Context: an optimization exercise on an open-source flow, tuned for a short achievable clock period and few clock cycles. The choices shown serve that exercise and are no tape-out recipe.
The RTL was checked by simulation tests, not by an equivalence proof against the original design.
Power is estimated from default activity; no workload was simulated.

[design.v]
module mul_stage1(input [31:0] a, b, input sgn, output [383:0] rows);
wire [32:0] ax = {sgn & a[31], a};
wire [34:0] bx = {{2{sgn & b[31]}}, b, 1'b0};    
reg [63:0] pp [0:17];
reg [63:0] t [0:11];
integer i, j;
reg one, two, neg;
reg [63:0] m;
always @* begin
	pp[17] = 64'b0;
	for (i = 0; i < 17; i = i + 1) begin
		one = bx[2*i] ^ bx[2*i+1];
		two = (bx[2*i+2] & ~bx[2*i+1] & ~bx[2*i]) | (~bx[2*i+2] & bx[2*i+1] & bx[2*i]);
		neg = bx[2*i+2] & ~(bx[2*i+1] & bx[2*i]);
		m = 64'b0;
		for (j = 0; j < 64; j = j + 1)
			m[j] = (one & ((j < 33) ? ax[j] : ax[32])) | (two & ((j == 0) ? 1'b0 : (j < 34) ? ax[j-1] : ax[32]));
		m = {64{neg}} ^ m;
		pp[i] = m << (2*i);
		pp[17][2*i] = neg;
	end
	for (i = 0; i < 6; i = i + 1) begin
		t[2*i]   = pp[3*i] ^ pp[3*i+1] ^ pp[3*i+2];
		t[2*i+1] = ((pp[3*i] & pp[3*i+1]) | (pp[3*i] & pp[3*i+2]) | (pp[3*i+1] & pp[3*i+2])) << 1;
	end
	for (i = 0; i < 4; i = i + 1) begin
		pp[2*i]   = t[3*i] ^ t[3*i+1] ^ t[3*i+2];
		pp[2*i+1] = ((t[3*i] & t[3*i+1]) | (t[3*i] & t[3*i+2]) | (t[3*i+1] & t[3*i+2])) << 1;
	end
	for (i = 0; i < 2; i = i + 1) begin
		t[2*i]   = pp[3*i] ^ pp[3*i+1] ^ pp[3*i+2];
		t[2*i+1] = ((pp[3*i] & pp[3*i+1]) | (pp[3*i] & pp[3*i+2]) | (pp[3*i+1] & pp[3*i+2])) << 1;
	end
	t[4] = pp[6];
	t[5] = pp[7];
end
assign rows = {t[5], t[4], t[3], t[2], t[1], t[0]};
endmodule
module mul_stage2(input [383:0] rows, output [63:0] s, c);
reg [63:0] r [0:5];
reg [63:0] u [0:3];
integer i;
always @* begin
	for (i = 0; i < 6; i = i + 1) r[i] = rows[64*i +: 64];
	for (i = 0; i < 2; i = i + 1) begin
		u[2*i]   = r[3*i] ^ r[3*i+1] ^ r[3*i+2];
		u[2*i+1] = ((r[3*i] & r[3*i+1]) | (r[3*i] & r[3*i+2]) | (r[3*i+1] & r[3*i+2])) << 1;
	end
	r[0] = u[0] ^ u[1] ^ u[2];
	r[1] = ((u[0] & u[1]) | (u[0] & u[2]) | (u[1] & u[2])) << 1;
	r[2] = u[3];
	u[0] = r[0] ^ r[1] ^ r[2];
	u[1] = ((r[0] & r[1]) | (r[0] & r[2]) | (r[1] & r[2])) << 1;
end
assign s = u[0];
assign c = u[1];
endmodule
module datapath (input clock, reset,
		 output [31:0] imem_addr,
		 input  [31:0] imem_rdata,
		 output        dmem_we,
		 output [31:0] dmem_addr, dmem_wdata,
		 input  [31:0] dmem_rdata);
reg [31:0] pc_f;
reg        v_d;
reg [31:0] ins_d, pc4_d, alt_d;
reg        pred_d;
reg [31:0] a_e, b_e, sd_e, alt_e;
reg        fa_e, fb_e, fs_e;
reg        we_e, ld_e, st_e, beq_e, bne_e, pred_e, mul_e, msg_e;
reg [4:0]  wr_e;
reg        s_add_e, s_sub_e, s_and_e, s_or_e, s_xor_e, s_xnor_e, s_slt_e, s_sltu_e, s_hi_e, s_lo_e;
reg [31:0] res_m, sd_m;
reg        we_m, ld_m, st_m;
reg [4:0]  wr_m;
reg [31:0] ma, mb;
reg        msg, mv1;
reg [383:0] mrows;
reg [63:0] cs_s, cs_c;
reg [31:0] rf [1:31];
wire stall_d, redirect;
wire [31:0] redirect_pc;
wire [31:0] ins_f = imem_rdata;
wire [31:0] pc4_f = pc_f + 32'd4;
wire [5:0]  op_f = ins_f[31:26];
wire jmp_f = op_f == 6'b000010;
wire beq_f = op_f == 6'b000100;
wire bne_f = op_f == 6'b000101;
wire same_f = ins_f[25:21] == ins_f[20:16];
wire pred_f = (beq_f & (same_f | ins_f[15])) | (bne_f & ~same_f);
wire [31:0] btgt_f = pc4_f + {{14{ins_f[15]}}, ins_f[15:0], 2'b00};
wire [31:0] jtgt_f = {pc4_f[31:28], ins_f[25:0], 2'b00};
always @(posedge clock)
begin
	if (reset) pc_f <= 32'b0;
	else if (redirect) pc_f <= redirect_pc;
	else if (~stall_d) pc_f <= jmp_f ? jtgt_f : pred_f ? btgt_f : pc4_f;
end
always @(posedge clock)
begin
	if (reset | redirect) v_d <= 1'b0;
	else if (~stall_d) v_d <= 1'b1;
	if (~stall_d) begin
		ins_d <= ins_f;
		pc4_d <= pc4_f;
		alt_d <= pred_f ? pc4_f : btgt_f;
		pred_d <= pred_f;
	end
end
assign imem_addr = pc_f;
wire [5:0] op = ins_d[31:26];
wire [5:0] fn = ins_d[5:0];
wire [4:0] rs = ins_d[25:21];
wire [4:0] rt = ins_d[20:16];
wire [4:0] rd = ins_d[15:11];
wire rtype = op == 6'b000000;
wire f_add  = rtype & (fn == 6'h20 | fn == 6'h21);
wire f_sub  = rtype & (fn == 6'h22 | fn == 6'h23);
wire f_and  = rtype & fn == 6'h24;
wire f_or   = rtype & fn == 6'h25;
wire f_xor  = rtype & fn == 6'h26;
wire f_xnor = rtype & fn == 6'h01;
wire f_slt  = rtype & fn == 6'h2a;
wire f_sltu = rtype & fn == 6'h2b;
wire f_hi   = rtype & fn == 6'h10;
wire f_lo   = rtype & fn == 6'h12;
wire f_mul  = rtype & (fn == 6'h18 | fn == 6'h19);
wire i_add  = op == 6'h08 | op == 6'h09;
wire i_slt  = op == 6'h0a;
wire i_sltu = op == 6'h0b;
wire i_and  = op == 6'h0c;
wire i_or   = op == 6'h0d;
wire i_xor  = op == 6'h0e;
wire i_lui  = op == 6'h0f;
wire i_lw   = op == 6'h23;
wire i_sw   = op == 6'h2b;
wire i_beq  = op == 6'h04;
wire i_bne  = op == 6'h05;
wire r_alu  = f_add | f_sub | f_and | f_or | f_xor | f_xnor | f_slt | f_sltu;
wire i_alu  = i_add | i_slt | i_sltu | i_and | i_or | i_xor;
wire use_rs = r_alu | f_mul | i_alu | i_lw | i_sw | i_beq | i_bne;
wire use_rt = r_alu | f_mul | i_sw | i_beq | i_bne;
wire use_imm = i_alu | i_lui | i_lw | i_sw;
wire [4:0] wr_d = rtype ? rd : rt;
wire we_d = (r_alu | f_hi | f_lo | i_alu | i_lui | i_lw) & (wr_d != 5'b0);
wire zext = i_and | i_or | i_xor;
wire [31:0] imm_d = i_lui ? {ins_d[15:0], 16'b0} : {{16{ins_d[15] & ~zext}}, ins_d[15:0]};
wire [31:0] memval = ld_m ? dmem_rdata : res_m;
wire hit_e_rs = we_e & (wr_e == rs);
wire hit_e_rt = we_e & (wr_e == rt);
wire hit_m_rs = we_m & (wr_m == rs);
wire hit_m_rt = we_m & (wr_m == rt);
wire [31:0] rf_rs = (rs == 5'b0) ? 32'b0 : rf[rs];
wire [31:0] rf_rt = (rt == 5'b0) ? 32'b0 : rf[rt];
wire [31:0] v_rs = hit_m_rs ? memval : rf_rs;
wire [31:0] v_rt = hit_m_rt ? memval : rf_rt;
wire ld_use = ld_e & ((use_rs & hit_e_rs) | (use_rt & hit_e_rt));
wire mf_wait = (f_hi | f_lo) & (mul_e | mv1);
assign stall_d = v_d & (ld_use | mf_wait);
wire go_d = v_d & ~stall_d & ~redirect;
always @(posedge clock)
begin
	if (reset) begin
		we_e <= 1'b0; ld_e <= 1'b0; st_e <= 1'b0; beq_e <= 1'b0; bne_e <= 1'b0; mul_e <= 1'b0;
	end else begin
		we_e <= go_d & we_d;
		ld_e <= go_d & i_lw;
		st_e <= go_d & i_sw;
		beq_e <= go_d & i_beq;
		bne_e <= go_d & i_bne;
		mul_e <= go_d & f_mul;
	end
	wr_e <= wr_d;
	msg_e <= ~fn[0];
	pred_e <= pred_d;
	alt_e <= alt_d;
	a_e <= i_lui ? 32'b0 : v_rs;
	b_e <= use_imm ? imm_d : v_rt;
	sd_e <= v_rt;
	fa_e <= hit_e_rs & ~i_lui;
	fb_e <= hit_e_rt & ~use_imm;
	fs_e <= hit_e_rt;
	s_add_e  <= f_add | i_add | i_lw | i_sw;
	s_sub_e  <= f_sub | f_slt | i_slt | f_sltu | i_sltu;
	s_and_e  <= f_and | i_and;
	s_or_e   <= f_or | i_or | i_lui;
	s_xor_e  <= f_xor | i_xor;
	s_xnor_e <= f_xnor;
	s_slt_e  <= f_slt | i_slt;
	s_sltu_e <= f_sltu | i_sltu;
	s_hi_e   <= f_hi;
	s_lo_e   <= f_lo;
end
wire [31:0] a = fa_e ? res_m : a_e;
wire [31:0] b = fb_e ? res_m : b_e;
wire [32:0] sum  = {1'b0, a} + {1'b0, b};
wire [32:0] diff = {1'b0, a} + {1'b0, ~b} + 33'd1;
wire lt_s = (a[31] ^ b[31]) ? a[31] : diff[31];
wire lt_u = ~diff[32];
wire [63:0] prod = cs_s + cs_c;
wire [31:0] res_e = ({32{s_add_e}} & sum[31:0])
		  | ({32{s_sub_e & ~s_slt_e & ~s_sltu_e}} & diff[31:0])
		  | ({32{s_and_e}} & (a & b))
		  | ({32{s_or_e}} & (a | b))
		  | ({32{s_xor_e}} & (a ^ b))
		  | ({32{s_xnor_e}} & ~(a ^ b))
		  | {31'b0, (s_slt_e & lt_s) | (s_sltu_e & lt_u)}
		  | ({32{s_hi_e}} & prod[63:32])
		  | ({32{s_lo_e}} & prod[31:0]);
wire eq = a == b;
wire taken = (beq_e & eq) | (bne_e & ~eq);
assign redirect = (beq_e | bne_e) & (taken != pred_e);
assign redirect_pc = alt_e;
always @(posedge clock)
begin
	if (reset) begin
		we_m <= 1'b0; ld_m <= 1'b0; st_m <= 1'b0;
	end else begin
		we_m <= we_e;
		ld_m <= ld_e;
		st_m <= st_e;
	end
	wr_m <= wr_e;
	res_m <= res_e;
	sd_m <= fs_e ? res_m : sd_e;
end
wire [383:0] rows1;
wire [63:0] s2, c2;
mul_stage1 mst1(.a(ma), .b(mb), .sgn(msg), .rows(rows1));
mul_stage2 mst2(.rows(mrows), .s(s2), .c(c2));
reg mv2;
always @(posedge clock)
begin
	if (reset) begin
		mv1 <= 1'b0; mv2 <= 1'b0;
	end else begin
		mv1 <= mul_e;
		mv2 <= mv1;
	end
	if (mul_e) begin
		ma <= a;
		mb <= b;
		msg <= msg_e;
	end
	if (mv1) mrows <= rows1;
	if (mv2) begin
		cs_s <= s2;
		cs_c <= c2;
	end
end
assign dmem_addr = res_m;
assign dmem_wdata = sd_m;
assign dmem_we = st_m;
integer i;
always @(posedge clock)
begin
	if (reset) begin
		for (i = 1; i < 32; i = i + 1) rf[i] <= 32'b0;
	end else if (we_m) begin
		rf[wr_m] <= memval;
	end
end
endmodule
[config.mk]
export PLATFORM = sky130hd
export DESIGN_NAME = datapath
export DESIGN_NICKNAME = datapath
export VERILOG_FILES = /design/flow/design.v
export SDC_FILE = /design/flow/constraint.sdc
export NUM_CORES = 8
export LEC_CHECK = 0
export CAP_MARGIN = 20
export CORE_MARGIN = 2
export CORE_UTILIZATION = 40
export SETUP_SLACK_MARGIN = 3.0
export SLEW_MARGIN = 20
[constraint.sdc]
create_clock -name core_clock -period 5.8 [get_ports {clock}]
set_input_delay 1.1600 -clock core_clock [delete_from_list [all_inputs] [get_ports {clock}]]
set_output_delay 1.1600 -clock core_clock [all_outputs]
set_load 0.01 [all_outputs]
[run.sh]
#!/bin/bash
# synth_recipe.tcl (not shown) runs the flow's synth.tcl, then flattens the netlist and writes it again
# the make line also repeats each setting of config.mk as NAME=value (left out here)
make -C /OpenROAD-flow-scripts/flow DESIGN_CONFIG=/design/flow/config.mk WORK_HOME=/design/flow/orfs CLKGATE_MAP_FILE= SYNTH_SCRIPT=/design/flow/synth_recipe.tcl finish
==> results by group, run 1 <==
Worst setup path
  – Critical Path RT: ~6.5 ns
  – CP max-delay cell: dfxtp_4
  – Worst Setup End Kind: register
  – Bufs and invs on worst path: 0
  – Delay of the slowest critical-path stage: 0.48 ns
  – Reg2reg start: fa_e
  – Setup slack, reg-to-reg: around 1.5 ns
  – Crit-path cells: mux2i_4 > ha_4 > o21ba_4 > or4_4 > a31oi_4 > a221o_1 > a221oi_4 > o211a_1 > o21ai_2 > a31oi_1 > o21bai_1 > fa_1 > a21oi_2 > o311a_1 > o21ai_1 > a21oi_1 > o211ai_1
  – Worst r2r path cells: 17
  – Reg-to-reg endpoint: res_m[31]
  – Max Fanout on Critical Path: 7
  – Crit path DAT: slightly above 5 ns
  – Critical path type: reg -> reg
  – Crit start category: register
  – Crit path max-delay family: compound AO/OA/AOI/OAI gates

Synth
  – EDFF count, synth: approximately 1600
  – Synth cell types: between 80 and 90
  – Mapped Area: about 110000 um^2
  – Top_reg_cell synth: edfxtp_1
  – Syn Inst Count: a little over 9000
  – Post-synthesis average cell area: between 10 and 15 um^2
  – Post-synthesis sequential area ratio: a little under half
  – Syn Nets: 10200
  – Register bit total from synthesis: between 1500 and 2000
  – Ys Warns: 7
  – Fraction of registers with async set/reset: 0%

Floorplan
  – Site row count: ~200
  – Die width: roughly 540 um
  – Die area: ~290000 um^2
  – Die Y: approximately 540 um
  – Ports: roughly 160
  – Core area: 284000 um^2
  – Starting Density: about two fifths

Global routing
  – Final global-route overflow total: 0
  – Initial antenna violation count: 21
  – First-pass GRT wire length: 643 mm
  – Vias in the first global route: 87100
  – Global Route Usage Sum: just over 30%
  – Largest net degree at the start of global routing: around 150

Worst hold path
  – Min-Delay Path Class: reg -> reg
  – Hold path depth: 0
  – WHS Endpoint: alt_e[20]
  – Hold_sp: alt_d[20]

Clocking
  – Root Driver: clkbuf_16
  – Hold Buf Count CTS: 0
  – Clk buf depth: 4
  – CTS tree: yes
  – Worst-Skew Late Latency: roughly 0.92 ns
  – Clock transition at path regs: ~0.060 ns
  – H-tree depth: 4
  – Clock Sinks: about 1800
  – CTS Buf Count: 215

Route
  – Antenna violation net count after detailed routing: 0
  – Vias post-DR: roughly 86000
  – Wirelength per Cell: 33.5 um
  – Remaining DRCs: 0
  – Drt total wl: between 400 and 500 mm
  – Vias per cell: around 6.3
  – TritonRoute pass-1 iters: 8
  – 1st-iter DRT viols: about 12000

Timing
  – Max-slew violation count: 0
  – Final Critical Period: approximately 4.3 ns
  – Setup tns final: 0 ns
  – Final worst-path cycle share: approximately three quarters
  – Hold Violations, Final: 0
  – Clk_skew: approximately 0.09 ns
  – Worst Tran Pin Value: between 1 and 1.5 ns
  – Unrepaired setup endpoints after global routing: true
  – Finish-stage setup viols: 0
  – Fmax: 231 MHz
  – Relative slew slack: between 15 and 20%

Cells and area
  – NumNets Final: 10800
  – Area growth, synth to finish: 28.4%
  – Layout cells sized above 1: around 35%

Power and ir drop
  – Worst VDD drop: between 0.2 and 0.3 mV
  – Leakage Power: between 50 and 60 nW
  – Tot Pwr: roughly 35 mW
  – Pwr Density: around 240 nW/um^2

Outcome
  – Outcome: complete, no violations

Flow run
  – Max_cap viols: 0

Placed design
  – RD Place Congestion: about 0.93
  – Port Buf Inserts: 162
  – Detail Placement HPWL: ~270 mm
[timing repair]
item / in CTS / in global routing
setup endpoints to repair: 967 / 506
gates resized for setup: 1724 / 620
hold endpoints to repair: 0 / 0
gates cloned: 100 / 23
setup buffers: 486 / 195
pin swaps: 586 / 514
[metal layers]
metal / part of all wire, % / GRT usage, % / vias to the layer above
li1: - / - / 34500
met1: 35 / 38.4 / 44100
met2: 45 / 47.5 / 6247
met3: 12 / 9.15 / 1543
met4: 8.0 / 20.2 / 16
met5: 0.035 / 0 / -
[layout make-up]
type / instances / area (um^2)
timing repair buffer: 1223 / 15700
sequential: 1826 / 52400
clock inverter: 110 / 1070
multi-input combinational: 5936 / 64500
antenna: 11 / 27.5
tap: 3762 / 4710
inverter: 622 / 2380
fill: 23600 / 138000
clock buffer: 280 / 5880
[where the power goes]
group | switching [mW] | internal [mW] | total (mW) | leakage, nW
Sequential | 0.447 | 14.7 | 15.2 | 17.7
Clock | 5.80 | 7.95 | 13.8 | 3.39
Combinational | 3.62 | 2.57 | 6.19 | 33.0
Total | 9.87 | 25.2 | 35.1 | 54.1
[flip-flops by register name, summed over array words and instances (netlist names), 59 cells and up, named ones only]
register  count
cs_c         59
mrows       278
rf         1024
cs_s         64
[worst max-delay path by stage]
stage	start	endpoint	depth (start not counted)
floorplan	fb_e	res_m[31]	19
global placement	fa_e	pc_f[18]	14
detailed placement	fa_e	pc_f[23]	14
CTS	fb_e	res_m[31]	18
global route	fa_e	res_m[31]	19
finish	fa_e	res_m[31]	17
[per-stage QoR]
stage          util, %  instance area [um^2]  hold WS, ns  worst slack [ns]  instances
5_1_grt           51.5                147000        0.315              1.38      13800
4_1_cts           49.7                141000        0.304              1.51      13500
6_report          51.5                147000        0.301              1.46      13800
3_3_place_gp      42.4                121000        0.325             0.813      12500
2_1_floorplan        -                115000        0.323              1.76       9212
3_5_place_dp      42.5                121000        0.328             0.771      12600
[placed cells by master (no fill, tap or decap), types with 45 or more instances in the layout]
cell type           n
a21o_1             50
a21oi_1           201
a21oi_2            81
a22oi_1           268
a22oi_2           212
buf_12            191
buf_16            126
buf_4             530
buf_6             157
clkbuf_1           50
clkbuf_16         245
clkdlybuf4s50_1    60
dfxtp_1           190
dfxtp_4            52
dlygate4sd2_1      45
edfxtp_1         1555
fa_1              389
fa_2              184
ha_1              198
ha_4               76
inv_1             471
inv_2             139
mux2_2             48
mux2i_1           100
mux2i_4            81
mux4_2            640
nand2_1           319
nand3_1            68
nor2_1           1218
o211ai_1           59
o21ai_0           130
xnor2_1           182
xor2_1            381
xor2_2             60
[logic make-up after synthesis]
group | after synthesis | synth area share [%]
AND/OR/NAND/NOR | 2071 | 7.67
flip-flops | 1826 | 45.7
buffers and inverters | 1457 | 4.81
AO/OA/AOI/OAI | 1404 | 8.31
multiplexers | 890 | 14.9
adder cells (fa/ha/maj) | 879 | 13.4
XOR/XNOR | 685 | 5.26
[Yosys cell counts (all sizes together) (14+ instances only)]
master	instances	area [um^2]
edfxtp	1555	46700
nor2	1261	4730
clkbuf	714	2690
mux4	640	14400
inv	619	2320
fa	573	11500
a22oi	480	3600
xor2	449	3930
nand2	391	1470
ha	306	3830
a21oi	297	1490
dfxtp	271	5430
xnor2	236	2070
o21ai	211	1060
mux2i	200	2000
buf	121	469
nand3	80	400
o211ai	60	455
nor3	53	265
a21o	51	383
nor2b	51	319
mux2	50	563
o22ai	45	282
and2	43	269
nand2b	39	244
nand4	36	225
a221oi	30	263
a211oi	28	210
and3	24	150
nor4	21	131
o21a	21	158
o21bai	21	158
a31oi	18	113
o31ai	15	145
nand3b	14	105
Testbench counts, summed over its fixed seeds: cycles 55,984.
==> run 2, diff against run 1 <==
--- a/config.mk
+++ b/config.mk
@@ -8,5 +8,5 @@
 export CAP_MARGIN = 20
 export CORE_MARGIN = 2
 export CORE_UTILIZATION = 40
-export SETUP_SLACK_MARGIN = 3.0
+export SETUP_SLACK_MARGIN = 0.15
 export SLEW_MARGIN = 20
==> run 2 against run 1 <==
Against the previous run: still clean; setup slack lost 1.0 ns; worst hold slack gained 0.036 ns; register-to-register slack lost 1.0 ns; clock power is essentially flat; cell area shrank 13%; total power shrank 4.3%; sequential power is essentially flat; critical path type unchanged; highest routed layer unchanged.
==> results by group, run 2 <==
Synth
  – EDFF count, synth: 1555 (unchanged)
  – Register bit total from synthesis: 1826 (unchanged)
  – Post-synthesis sequential area ratio: 45.7% (unchanged)
  – Ys Warns: 7 (unchanged)
  – Syn Inst Count: 9212 (unchanged)
  – Post-synthesis average cell area: 12.4 um^2 (unchanged)
  – Top_reg_cell synth: edfxtp_1
  – Commonest cells post-synth: edfxtp_1, nor2_1, clkbuf_1, mux4_2, inv_1
  – Most frequent cell after synthesis: edfxtp_1
  – Syn Nets: 10200 (unchanged)
  – Synth top area share: 40.9% (unchanged)
  – Mapped Area: 114000 um^2 (unchanged)
  – Cell accounting for the most synthesized area: edfxtp_1
  – Synth area leaders: edfxtp_1, mux4_2, fa_1
  – Fraction of registers with async set/reset: 0% (unchanged)
  – Synth cell types: 89 (unchanged)

Power and ir drop
  – Worst VDD drop: 0.270 mV (-6.5%)
  – Psw: 9.26 mW (-6.1%)
  – Pwr Density: 263 nW/um^2 (+9.8%)
  – Leakage Power: 47.1 nW (-13%)
  – Clk pwr share: 40.6% (+1.4 points)
  – Sw frac: 27.6% (-0.53 points)
  – Comb power frac: 14.2% (-3.4 points)
  – Internal power: 24.3 mW (-3.6%)
  – Reg power frac: 45.2% (+2.0 points)

Floorplan
  – Starting Density: 40.1% (unchanged)
  – Die Y: 538 um (unchanged)
  – Ports: 163 (unchanged)
  – Die width: 538 um (unchanged)
  – Site row count: 196 (unchanged)
  – Core area: 284000 um^2 (unchanged)
  – Die area: 290000 um^2 (unchanged)

Route
  – Antenna violation net count after detailed routing: 0 (unchanged)
  – 1st-iter DRT viols: 10300 (-13%)
  – Wirelength per Cell: 31.0 um (-7.5%)
  – Vias post-DR: 79900 (-7.5%)
  – Vias per cell: 6.16 (-1.9%)
  – Remaining DRCs: 0 (unchanged)
  – TritonRoute pass-1 iters: 6 (-2)
  – Drt total wl: 403 mm (-13%)

Timing
  – Relative slew slack: 19.4% (+2.1 points)
  – Worst Tran Pin Value: 1.21 ns (-0.00720 ns)
  – Finish-stage setup viols: 0 (unchanged)
  – Fmax: 187 MHz (-19%)
  – Max-slew violation count: 0 (unchanged)
  – Unrepaired setup endpoints after global routing: false
  – Clk_skew: 0.122 ns (+0.0314 ns)
  – Setup tns final: 0 ns (unchanged)
  – Hold Violations, Final: 0 (unchanged)
  – Final worst-path cycle share: 92.1% (+17 points)
  – Final Critical Period: 5.34 ns (+1.00 ns)

Clocking
  – Clock Sinks: 1826 (unchanged)
  – Worst-Skew Late Latency: 0.95 ns (+0.03 ns)
  – CTS Buf Count: 211 (-1.9%)
  – Hold Buf Count CTS: 0 (unchanged)
  – Post-CTS setup buffer count: 0 (-100%)
  – CTS tree: yes
  – Clock transition at path regs: 0.06 ns (about the same)
  – Clk buf depth: 4 (unchanged)
  – H-tree depth: 4 (unchanged)
  – Root Driver: clkbuf_16

Worst hold path
  – Min-Delay Path Class: reg -> reg

Worst setup path
  – Critical path type: reg -> reg
  – Setup slack, reg-to-reg: 0.46 ns (-1.00 ns)
  – Critical Path RT: 6.60 ns (+0.11 ns)
  – Crit path DAT: 6.14 ns (+1.11 ns)
  – Max Fanout on Critical Path: 14 (+7)
  – Crit start category: register
  – Worst Setup End Kind: register

Placed design
  – RD Place Congestion: 0.942 (+1.5%)
  – Detail Placement HPWL: 270 mm (+0.57%)
  – Port Buf Inserts: 162 (unchanged)

Global routing
  – Largest net degree at the start of global routing: 145 (-2.0%)
  – Met3 Use GR: 6.48% (-2.7 points)
  – Vias in the first global route: 80600 (-7.5%)
  – Global Route Usage Sum: 27.6% (-3.5 points)
  – Met1 usage: 36.0% (-2.4 points)
  – First-pass GRT wire length: 578 mm (-10%)
  – Initial antenna violation count: 26 (+24%)
  – Met2 Usage GRT: 43.6% (-4.0 points)
  – Final global-route overflow total: 0 (unchanged)
  – Layer with the highest usage: met2

Outcome
  – Outcome: complete, no violations

Cells and area
  – Number of flip-flops in the largest register: 1024 (unchanged)
  – Most common cell after layout, fill and taps aside: edfxtp_1
  – NumNets Final: 9984 (-7.3%)
  – Area growth, synth to finish: 11.9%
  – Final Util: 44.9% (-6.6 points)
  – Fillcell total: 25500 (+8.1%)
  – Registers with the most flip-flops: rf x1024, mrows x278, cs_s x64
  – Most frequent cells in the layout: edfxtp_1, nor2_1, mux4_2
  – Layout cells sized above 1: 15.6% (-20 points)
  – Largest register by flop count: rf

Flow run
  – Max_cap viols: 0 (unchanged)
-- run 2: cell counts after synthesis --
Identical to the previous run, type by type.
-- run 2: power by group through the flow --
stage	Sequential, mW	Clock, mW	Combinational, mW
floorplan	15.2	0	2.81
global placement	15.4	0	4.49
detailed placement	15.5	0	4.54
CTS	15.2	13.8	4.56
global route	15.2	14.3	5.00
finish	15.2	13.7	4.76
-- run 2: final timing paths --
check / depth (start not counted) / startpoint / end
worst max-delay path: 14 / fa_e / pc_f[30]
worst max register to register: 14 / fa_e / pc_f[30]
worst min-delay path: 0 / alt_d[17] / alt_e[17]
worst min register to register: 0 / alt_d[17] / alt_e[17]
-- run 2: kinds of logic after synthesis --
family | after synthesis | share of synthesized area (%)
and+or+nand+nor | 2071 | 7.67
DFF | 1826 | 45.7
buffers and inverters | 1457 | 4.81
AOI/OAI and AO/OA | 1404 | 8.31
muxes | 890 | 14.9
adders and majority gates | 879 | 13.4
xor gates and xnor gates | 685 | 5.26
-- run 2: area by class of cell --
class / instances / area (um^2) / area share (%)
multi-input cells: 5929 / 57300 / 44.8
inverters: 622 / 2330 / 1.83
well taps: 3762 / 4710 / 3.69
diodes: 9 / 22.5 / 0.0176
repair buffers: 449 / 4330 / 3.39
flip-flops and latches: 1826 / 52200 / 40.8
clock inverters: 106 / 1060 / 0.834
clock buffers: 284 / 5840 / 4.57
-- run 2: worst max-delay path: stages (launching register included) --
cell and delay, ns:
dfxtp_2 0.46, buf_4 0.40, buf_4 0.41, mux2i_1 0.32, ha_1 0.42, nor3_1 0.54, nand3_1 0.30, nor4_4 0.53
buf_4 0.21, mux2_2 0.36, mux2i_4 0.35, nand2_1 0.12, a2111oi_0 0.41, o31ai_1 0.13, o211a_1 0.24
-- run 2: layer usage --
layer / up-vias / part of all wire, %
met5: - / 0.023
met4: 14 / 5.2
met3: 986 / 11
met2: 4981 / 46
met1: 41100 / 37
li1: 32900 / -
-- run 2: timing repair --
action                     4_1_cts  5_1_grt
gates resized for setup          1        2
cloned                           0        0
setup endpoints to repair       10       13
-- run 2: stage by stage --
| step | setup slack, ns | power [mW] | hold slack (ns) | area [um^2] | cells |
|---|---|---|---|---|---|
| floorplan | 1.12 | 18.0 | 0.323 | 114000 | 9212 |
| global route | 0.195 | 34.5 | 0.342 | 128000 | 13000 |
| CTS | 0.252 | 33.5 | 0.335 | 127000 | 13000 |
| global placement | 0.126 | 19.9 | 0.324 | 120000 | 12600 |
| detailed placement | 0.0633 | 20.0 | 0.327 | 120000 | 12600 |
| finish | 0.460 | 33.6 | 0.337 | 128000 | 13000 |

[static timing again, ports no longer ideal]
How much do the figures lean on ideal ports? The routed layouts below were timed once more, with nothing changed but the port constraints. Step 1 sets driving cells, clkbuf_16 on the clock port and buf_2 on the other inputs (assumed; they add their load-dependent delay and slew). Step 2 moves the port delays by t, midway between the first and last clock arrival at a register: inputs arrive t later, outputs are due t later. That takes back most of the time a late clock gives input paths. Three values: no drivers, after step 1, after step 2; two values: the first two.
run | t, ns | slack for setup (ns) | hold slack, ns | clock arrival spread, ns | worst data-port slew with drivers (ns)
run 1 | 0.979 | 1.464 / 1.464 / 1.165 | 0.301 / 0.301 / 0.301 | 0.102 / 0.102 | 0.15
run 2 | 0.999 | 0.460 / 0.460 / 0.460 | 0.337 / 0.337 / 0.337 | 0.127 / 0.127 | 0.26
After both steps every run listed still meets setup and hold. The setup slack of run 1, which loses most, moves by 0.000 ns with the drivers and by -0.299 ns with both steps.
